Source: an optimization exercise on an open RTL-to-GDS flow (aim: small area and a short achievable clock period). Production flows keep margins and buffers that such runs may drop.

==> willow <==
## matrix_accelerator
module matrix_accelerator(
    input  wire        clk,
    input  wire        rst,
    input  wire        load_weight,
    input  wire [31:0] activation_in,
    output wire [95:0] result_out
);
Settings: LEC_CHECK=0, CAP_MARGIN=20, CORE_MARGIN=2, CORE_UTILIZATION=40, SETUP_SLACK_MARGIN=3.0, SLEW_MARGIN=20, SYNTH_HIERARCHICAL=1, SYNTH_MINIMUM_KEEP_SIZE=0; clock period 8.0 ns.
run.sh (not shown) runs the stock make flow with config.mk's settings and CLKGATE_MAP_FILE= SYNTH_SCRIPT=/design/flow/synth_recipe.tcl, a recipe that flattens the netlist after the stock synthesis.
==> xenon: changes against willow <==
--- a/flow/design.v
+++ b/flow/design.v
@@ -10,51 +10,54 @@
     input  wire                 hold,        
     input  wire [7:0]           in_n,
     input  wire [7:0]           in_m,        
     input  wire [(WI>0?WI:1)-1:0] in_w,
     output wire [7:0]           out_s,
     output reg  [WO-1:0]        out_e
 );
     reg  [7:0]    weight_reg;
-    wire [WO-1:0] d;         
+    wire [WO-1:0] sum;
+    wire [WO-1:0] w_ext;
     generate
         if (WI == 0) begin : C0
-            mac_0_16 mac (.a(in_m), .b(weight_reg), .hold(hold), .rst(rst), .d(d));
+            assign w_ext = {WO{1'b0}};
+            mac_0_16 mac (.a(in_m), .b(weight_reg), .y(sum));
         end else begin : CJ
+            assign w_ext = {{(WO-WI){in_w[WI-1]}}, in_w};
             if (WI == 16)
-                mac_16_17 mac (.a(in_m), .b(weight_reg), .e(in_w), .hold(hold), .rst(rst), .d(d));
+                mac_16_17 mac (.a(in_m), .b(weight_reg), .e(in_w), .y(sum));
             else if (WO == 17)
-                mac_17_17 mac (.a(in_m), .b(weight_reg), .e(in_w), .hold(hold), .rst(rst), .d(d));
+                mac_17_17 mac (.a(in_m), .b(weight_reg), .e(in_w), .y(sum));
             else
-                mac_17_18 mac (.a(in_m), .b(weight_reg), .e(in_w), .hold(hold), .rst(rst), .d(d));
+                mac_17_18 mac (.a(in_m), .b(weight_reg), .e(in_w), .y(sum));
         end
     endgenerate
     generate
         if (SOUTH) begin : S
             reg [7:0] q;
             always @(posedge clk or posedge rst)
                 if (rst) q <= 8'd0;
                 else     q <= in_n;
             assign out_s = q;
         end else begin : NS
             assign out_s = 8'd0;
         end
     endgenerate
     always @(posedge clk)
         if (load_weight) weight_reg <= in_n;
     always @(posedge clk)
-        out_e <= d;
+        if (rst)       out_e <= {WO{1'b0}};
+        else if (hold) out_e <= w_ext;
+        else           out_e <= sum;
 endmodule
 module mac_0_16 (
     input  wire [7:0] a,
     input  wire [7:0] b,
-    input  wire hold,
-    input  wire rst,
-    output wire [15:0] d
+    output wire [15:0] y
 );
     wire t0 = a[0] & b[0];
     wire t1 = a[0] & b[1];
     wire t2 = a[0] & b[2];
     wire t3 = a[0] & b[3];
     wire t4 = a[0] & b[4];
     wire t5 = a[0] & b[5];
     wire t6 = a[0] & b[6];
@@ -196,27 +199,23 @@
     wire t142, t143;
     csa_fa ut142 (.a(t101), .b(t120), .c(t119), .s(t142), .co(t143));
     wire t144, t145;
     csa_fa ut144 (.a(t103), .b(t122), .c(t121), .s(t144), .co(t145));
     wire t146, t147;
     csa_fa ut146 (.a(t55), .b(t62), .c(t123), .s(t146), .co(t147));
     wire [15:0] ra = {1'b1, t63, t146, t144, t142, t140, t138, t136, t134, t132, t130, t128, t126, t16, t1, t0};
     wire [15:0] rb = {1'b0, t147, t145, t143, t141, t139, t137, t135, t133, t131, t129, t127, t125, t124, t8, 1'b0};
-    wire [15:0] y = ra + rb;
-    wire [15:0] e_ext = 16'd0;
-    assign d = rst ? 16'd0 : hold ? e_ext : y;
+    assign y = ra + rb;
 endmodule
 module mac_16_17 (
     input  wire [7:0] a,
     input  wire [7:0] b,
     input  wire [15:0] e,
-    input  wire hold,
-    input  wire rst,
-    output wire [16:0] d
+    output wire [16:0] y
 );
     wire t0 = a[0] & b[0];
     wire t1 = a[0] & b[1];
     wire t2 = a[0] & b[2];
     wire t3 = a[0] & b[3];
     wire t4 = a[0] & b[4];
     wire t5 = a[0] & b[5];
     wire t6 = a[0] & b[6];
@@ -387,27 +386,23 @@
     wire t171, t172;
     csa_fa ut171 (.a(t122), .b(t145), .c(t144), .s(t171), .co(t172));
     wire t173, t174;
     csa_fa ut173 (.a(t124), .b(t147), .c(t146), .s(t173), .co(t174));
     wire t175, t176;
     csa_fa ut175 (.a(t63), .b(e[14]), .c(t148), .s(t175), .co(t176));
     wire [16:0] ra = {1'b1, t64, t175, t173, t171, t169, t167, t165, t163, t161, t159, t157, t155, t153, t151, e[1], t0};
     wire [16:0] rb = {1'b0, t176, t174, t172, t170, t168, t166, t164, t162, t160, t158, t156, t154, t152, t150, t149, e[0]};
-    wire [16:0] y = ra + rb;
-    wire [16:0] e_ext = {{1{e[15]}}, e};
-    assign d = rst ? 17'd0 : hold ? e_ext : y;
+    assign y = ra + rb;
 endmodule
 module mac_17_17 (
     input  wire [7:0] a,
     input  wire [7:0] b,
     input  wire [16:0] e,
-    input  wire hold,
-    input  wire rst,
-    output wire [16:0] d
+    output wire [16:0] y
 );
     wire t0 = a[0] & b[0];
     wire t1 = a[0] & b[1];
     wire t2 = a[0] & b[2];
     wire t3 = a[0] & b[3];
     wire t4 = a[0] & b[4];
     wire t5 = a[0] & b[5];
     wire t6 = a[0] & b[6];
@@ -579,27 +574,23 @@
     csa_fa ut171 (.a(t122), .b(t145), .c(t144), .s(t171), .co(t172));
     wire t173, t174;
     csa_fa ut173 (.a(t124), .b(t147), .c(t146), .s(t173), .co(t174));
     wire t175, t176;
     csa_fa ut175 (.a(t63), .b(e[14]), .c(t148), .s(t175), .co(t176));
     wire t177 = ~e[15];
     wire [16:0] ra = {t64, t177, t175, t173, t171, t169, t167, t165, t163, t161, t159, t157, t155, t153, t151, e[1], t0};
     wire [16:0] rb = {e[15], t176, t174, t172, t170, t168, t166, t164, t162, t160, t158, t156, t154, t152, t150, t149, e[0]};
-    wire [16:0] y = ra + rb;
-    wire [16:0] e_ext = {{0{e[16]}}, e};
-    assign d = rst ? 17'd0 : hold ? e_ext : y;
+    assign y = ra + rb;
 endmodule
 module mac_17_18 (
     input  wire [7:0] a,
     input  wire [7:0] b,
     input  wire [16:0] e,
-    input  wire hold,
-    input  wire rst,
-    output wire [17:0] d
+    output wire [17:0] y
 );
     wire t0 = a[0] & b[0];
     wire t1 = a[0] & b[1];
     wire t2 = a[0] & b[2];
     wire t3 = a[0] & b[3];
     wire t4 = a[0] & b[4];
     wire t5 = a[0] & b[5];
     wire t6 = a[0] & b[6];
@@ -771,19 +762,17 @@
     csa_fa ut171 (.a(t122), .b(t145), .c(t144), .s(t171), .co(t172));
     wire t173, t174;
     csa_fa ut173 (.a(t124), .b(t147), .c(t146), .s(t173), .co(t174));
     wire t175, t176;
     csa_fa ut175 (.a(t63), .b(e[14]), .c(t148), .s(t175), .co(t176));
     wire t177 = ~e[15];
     wire [17:0] ra = {1'b1, t64, t177, t175, t173, t171, t169, t167, t165, t163, t161, t159, t157, t155, t153, t151, e[1], t0};
     wire [17:0] rb = {1'b0, e[15], t176, t174, t172, t170, t168, t166, t164, t162, t160, t158, t156, t154, t152, t150, t149, e[0]};
-    wire [17:0] y = ra + rb;
-    wire [17:0] e_ext = {{1{e[16]}}, e};
-    assign d = rst ? 18'd0 : hold ? e_ext : y;
+    assign y = ra + rb;
 endmodule
 module csa_fa (input wire a, input wire b, input wire c, output wire s, output wire co);
     assign s  = a ^ b ^ c;
     assign co = (a & b) | (a & c) | (b & c);
 endmodule
 module csa_ha (input wire a, input wire b, output wire s, output wire co);
     assign s  = a ^ b;
     assign co = a & b;
--- a/flow/config.mk
+++ b/flow/config.mk
@@ -5,10 +5,8 @@
 export SDC_FILE = /design/flow/constraint.sdc
 export NUM_CORES = 4
 export LEC_CHECK = 0
 export CAP_MARGIN = 20
 export CORE_MARGIN = 2
 export CORE_UTILIZATION = 40
 export SETUP_SLACK_MARGIN = 3.0
 export SLEW_MARGIN = 20
-export SYNTH_HIERARCHICAL = 1
-export SYNTH_MINIMUM_KEEP_SIZE = 0
==> delta: changes against willow <==
--- a/flow/design.v
+++ b/flow/design.v
@@ -10,51 +10,54 @@
     input  wire                 hold,        
     input  wire [7:0]           in_n,
     input  wire [7:0]           in_m,        
     input  wire [(WI>0?WI:1)-1:0] in_w,
     output wire [7:0]           out_s,
     output reg  [WO-1:0]        out_e
 );
     reg  [7:0]    weight_reg;
-    wire [WO-1:0] d;         
+    wire [WO-1:0] sum;
+    wire [WO-1:0] w_ext;
     generate
         if (WI == 0) begin : C0
-            mac_0_16 mac (.a(in_m), .b(weight_reg), .hold(hold), .rst(rst), .d(d));
+            assign w_ext = {WO{1'b0}};
+            mac_0_16 mac (.a(in_m), .b(weight_reg), .y(sum));
         end else begin : CJ
+            assign w_ext = {{(WO-WI){in_w[WI-1]}}, in_w};
             if (WI == 16)
-                mac_16_17 mac (.a(in_m), .b(weight_reg), .e(in_w), .hold(hold), .rst(rst), .d(d));
+                mac_16_17 mac (.a(in_m), .b(weight_reg), .e(in_w), .y(sum));
             else if (WO == 17)
-                mac_17_17 mac (.a(in_m), .b(weight_reg), .e(in_w), .hold(hold), .rst(rst), .d(d));
+                mac_17_17 mac (.a(in_m), .b(weight_reg), .e(in_w), .y(sum));
             else
-                mac_17_18 mac (.a(in_m), .b(weight_reg), .e(in_w), .hold(hold), .rst(rst), .d(d));
+                mac_17_18 mac (.a(in_m), .b(weight_reg), .e(in_w), .y(sum));
         end
     endgenerate
     generate
         if (SOUTH) begin : S
             reg [7:0] q;
             always @(posedge clk or posedge rst)
                 if (rst) q <= 8'd0;
                 else     q <= in_n;
             assign out_s = q;
         end else begin : NS
             assign out_s = 8'd0;
         end
     endgenerate
     always @(posedge clk)
         if (load_weight) weight_reg <= in_n;
     always @(posedge clk)
-        out_e <= d;
+        if (rst)       out_e <= {WO{1'b0}};
+        else if (hold) out_e <= w_ext;
+        else           out_e <= sum;
 endmodule
 module mac_0_16 (
     input  wire [7:0] a,
     input  wire [7:0] b,
-    input  wire hold,
-    input  wire rst,
-    output wire [15:0] d
+    output wire [15:0] y
 );
     wire t0 = a[0] & b[0];
     wire t1 = a[0] & b[1];
     wire t2 = a[0] & b[2];
     wire t3 = a[0] & b[3];
     wire t4 = a[0] & b[4];
     wire t5 = a[0] & b[5];
     wire t6 = a[0] & b[6];
@@ -196,27 +199,23 @@
     wire t142, t143;
     csa_fa ut142 (.a(t101), .b(t120), .c(t119), .s(t142), .co(t143));
     wire t144, t145;
     csa_fa ut144 (.a(t103), .b(t122), .c(t121), .s(t144), .co(t145));
     wire t146, t147;
     csa_fa ut146 (.a(t55), .b(t62), .c(t123), .s(t146), .co(t147));
     wire [15:0] ra = {1'b1, t63, t146, t144, t142, t140, t138, t136, t134, t132, t130, t128, t126, t16, t1, t0};
     wire [15:0] rb = {1'b0, t147, t145, t143, t141, t139, t137, t135, t133, t131, t129, t127, t125, t124, t8, 1'b0};
-    wire [15:0] y = ra + rb;
-    wire [15:0] e_ext = 16'd0;
-    assign d = rst ? 16'd0 : hold ? e_ext : y;
+    assign y = ra + rb;
 endmodule
 module mac_16_17 (
     input  wire [7:0] a,
     input  wire [7:0] b,
     input  wire [15:0] e,
-    input  wire hold,
-    input  wire rst,
-    output wire [16:0] d
+    output wire [16:0] y
 );
     wire t0 = a[0] & b[0];
     wire t1 = a[0] & b[1];
     wire t2 = a[0] & b[2];
     wire t3 = a[0] & b[3];
     wire t4 = a[0] & b[4];
     wire t5 = a[0] & b[5];
     wire t6 = a[0] & b[6];
@@ -387,27 +386,23 @@
     wire t171, t172;
     csa_fa ut171 (.a(t122), .b(t145), .c(t144), .s(t171), .co(t172));
     wire t173, t174;
     csa_fa ut173 (.a(t124), .b(t147), .c(t146), .s(t173), .co(t174));
     wire t175, t176;
     csa_fa ut175 (.a(t63), .b(e[14]), .c(t148), .s(t175), .co(t176));
     wire [16:0] ra = {1'b1, t64, t175, t173, t171, t169, t167, t165, t163, t161, t159, t157, t155, t153, t151, e[1], t0};
     wire [16:0] rb = {1'b0, t176, t174, t172, t170, t168, t166, t164, t162, t160, t158, t156, t154, t152, t150, t149, e[0]};
-    wire [16:0] y = ra + rb;
-    wire [16:0] e_ext = {{1{e[15]}}, e};
-    assign d = rst ? 17'd0 : hold ? e_ext : y;
+    assign y = ra + rb;
 endmodule
 module mac_17_17 (
     input  wire [7:0] a,
     input  wire [7:0] b,
     input  wire [16:0] e,
-    input  wire hold,
-    input  wire rst,
-    output wire [16:0] d
+    output wire [16:0] y
 );
     wire t0 = a[0] & b[0];
     wire t1 = a[0] & b[1];
     wire t2 = a[0] & b[2];
     wire t3 = a[0] & b[3];
     wire t4 = a[0] & b[4];
     wire t5 = a[0] & b[5];
     wire t6 = a[0] & b[6];
@@ -579,27 +574,23 @@
     csa_fa ut171 (.a(t122), .b(t145), .c(t144), .s(t171), .co(t172));
     wire t173, t174;
     csa_fa ut173 (.a(t124), .b(t147), .c(t146), .s(t173), .co(t174));
     wire t175, t176;
     csa_fa ut175 (.a(t63), .b(e[14]), .c(t148), .s(t175), .co(t176));
     wire t177 = ~e[15];
     wire [16:0] ra = {t64, t177, t175, t173, t171, t169, t167, t165, t163, t161, t159, t157, t155, t153, t151, e[1], t0};
     wire [16:0] rb = {e[15], t176, t174, t172, t170, t168, t166, t164, t162, t160, t158, t156, t154, t152, t150, t149, e[0]};
-    wire [16:0] y = ra + rb;
-    wire [16:0] e_ext = {{0{e[16]}}, e};
-    assign d = rst ? 17'd0 : hold ? e_ext : y;
+    assign y = ra + rb;
 endmodule
 module mac_17_18 (
     input  wire [7:0] a,
     input  wire [7:0] b,
     input  wire [16:0] e,
-    input  wire hold,
-    input  wire rst,
-    output wire [17:0] d
+    output wire [17:0] y
 );
     wire t0 = a[0] & b[0];
     wire t1 = a[0] & b[1];
     wire t2 = a[0] & b[2];
     wire t3 = a[0] & b[3];
     wire t4 = a[0] & b[4];
     wire t5 = a[0] & b[5];
     wire t6 = a[0] & b[6];
@@ -771,19 +762,17 @@
     csa_fa ut171 (.a(t122), .b(t145), .c(t144), .s(t171), .co(t172));
     wire t173, t174;
     csa_fa ut173 (.a(t124), .b(t147), .c(t146), .s(t173), .co(t174));
     wire t175, t176;
     csa_fa ut175 (.a(t63), .b(e[14]), .c(t148), .s(t175), .co(t176));
     wire t177 = ~e[15];
     wire [17:0] ra = {1'b1, t64, t177, t175, t173, t171, t169, t167, t165, t163, t161, t159, t157, t155, t153, t151, e[1], t0};
     wire [17:0] rb = {1'b0, e[15], t176, t174, t172, t170, t168, t166, t164, t162, t160, t158, t156, t154, t152, t150, t149, e[0]};
-    wire [17:0] y = ra + rb;
-    wire [17:0] e_ext = {{1{e[16]}}, e};
-    assign d = rst ? 18'd0 : hold ? e_ext : y;
+    assign y = ra + rb;
 endmodule
 module csa_fa (input wire a, input wire b, input wire c, output wire s, output wire co);
     assign s  = a ^ b ^ c;
     assign co = (a & b) | (a & c) | (b & c);
 endmodule
 module csa_ha (input wire a, input wire b, output wire s, output wire co);
     assign s  = a ^ b;
     assign co = a & b;
==> flow/config.mk (replaced) <==
export PLATFORM = sky130hd
export DESIGN_NAME = matrix_accelerator
export DESIGN_NICKNAME = matrix_accelerator
export VERILOG_FILES = /design/flow/design.v
export SDC_FILE = /design/flow/constraint.sdc
export NUM_CORES = 4
export LEC_CHECK = 0
export CAP_MARGIN = 20
export CORE_MARGIN = 2
export CORE_UTILIZATION = 40
export SETUP_SLACK_MARGIN = 4.5
export SLEW_MARGIN = 20
export SYNTH_HIERARCHICAL = 1
export SYNTH_MINIMUM_KEEP_SIZE = 0
==> summary of the runs <==
- Register-to-register slack, highest first: delta, willow, xenon.
- First-iteration DRC count: delta < willow < xenon.
- The lowest final area belongs to willow, the highest to delta.
- Flip-flop and latch count is the same in willow and xenon.
- Of delta and willow, delta has the higher synthesized area (gap about 1.6%, measured against willow).
- Global-route usage: delta > xenon > willow.
No functional check of the RTL was part of any run of this note.

[afterwards: timing with drivers on the ports]
No port has a modelled driver above. Below, the same layouts with a new extraction and two added sets of constraints.
Step 1 assumes that a clkbuf_16 drives the clock port and a buf_2 every other input.
Step 2 also shifts input and output timing later by t, the mid clock arrival at the registers, as if the neighbouring blocks saw the same clock.
a / b / c = ideal ports / drivers / drivers and shift; a / b = the first two.
run	t, ns	slack for setup (ns)	pins driven straight from the clock port
willow	0.746	3.222 / 3.271 / 2.534	1
xenon	0.728	3.155 / 3.155 / 2.499	1
delta	0.717	3.506 / 3.529 / 2.812	1
After both steps setup and hold are still met in every run listed. For delta, which loses most, drivers alone change the setup slack by +0.023 ns; drivers and shift together by -0.694 ns.
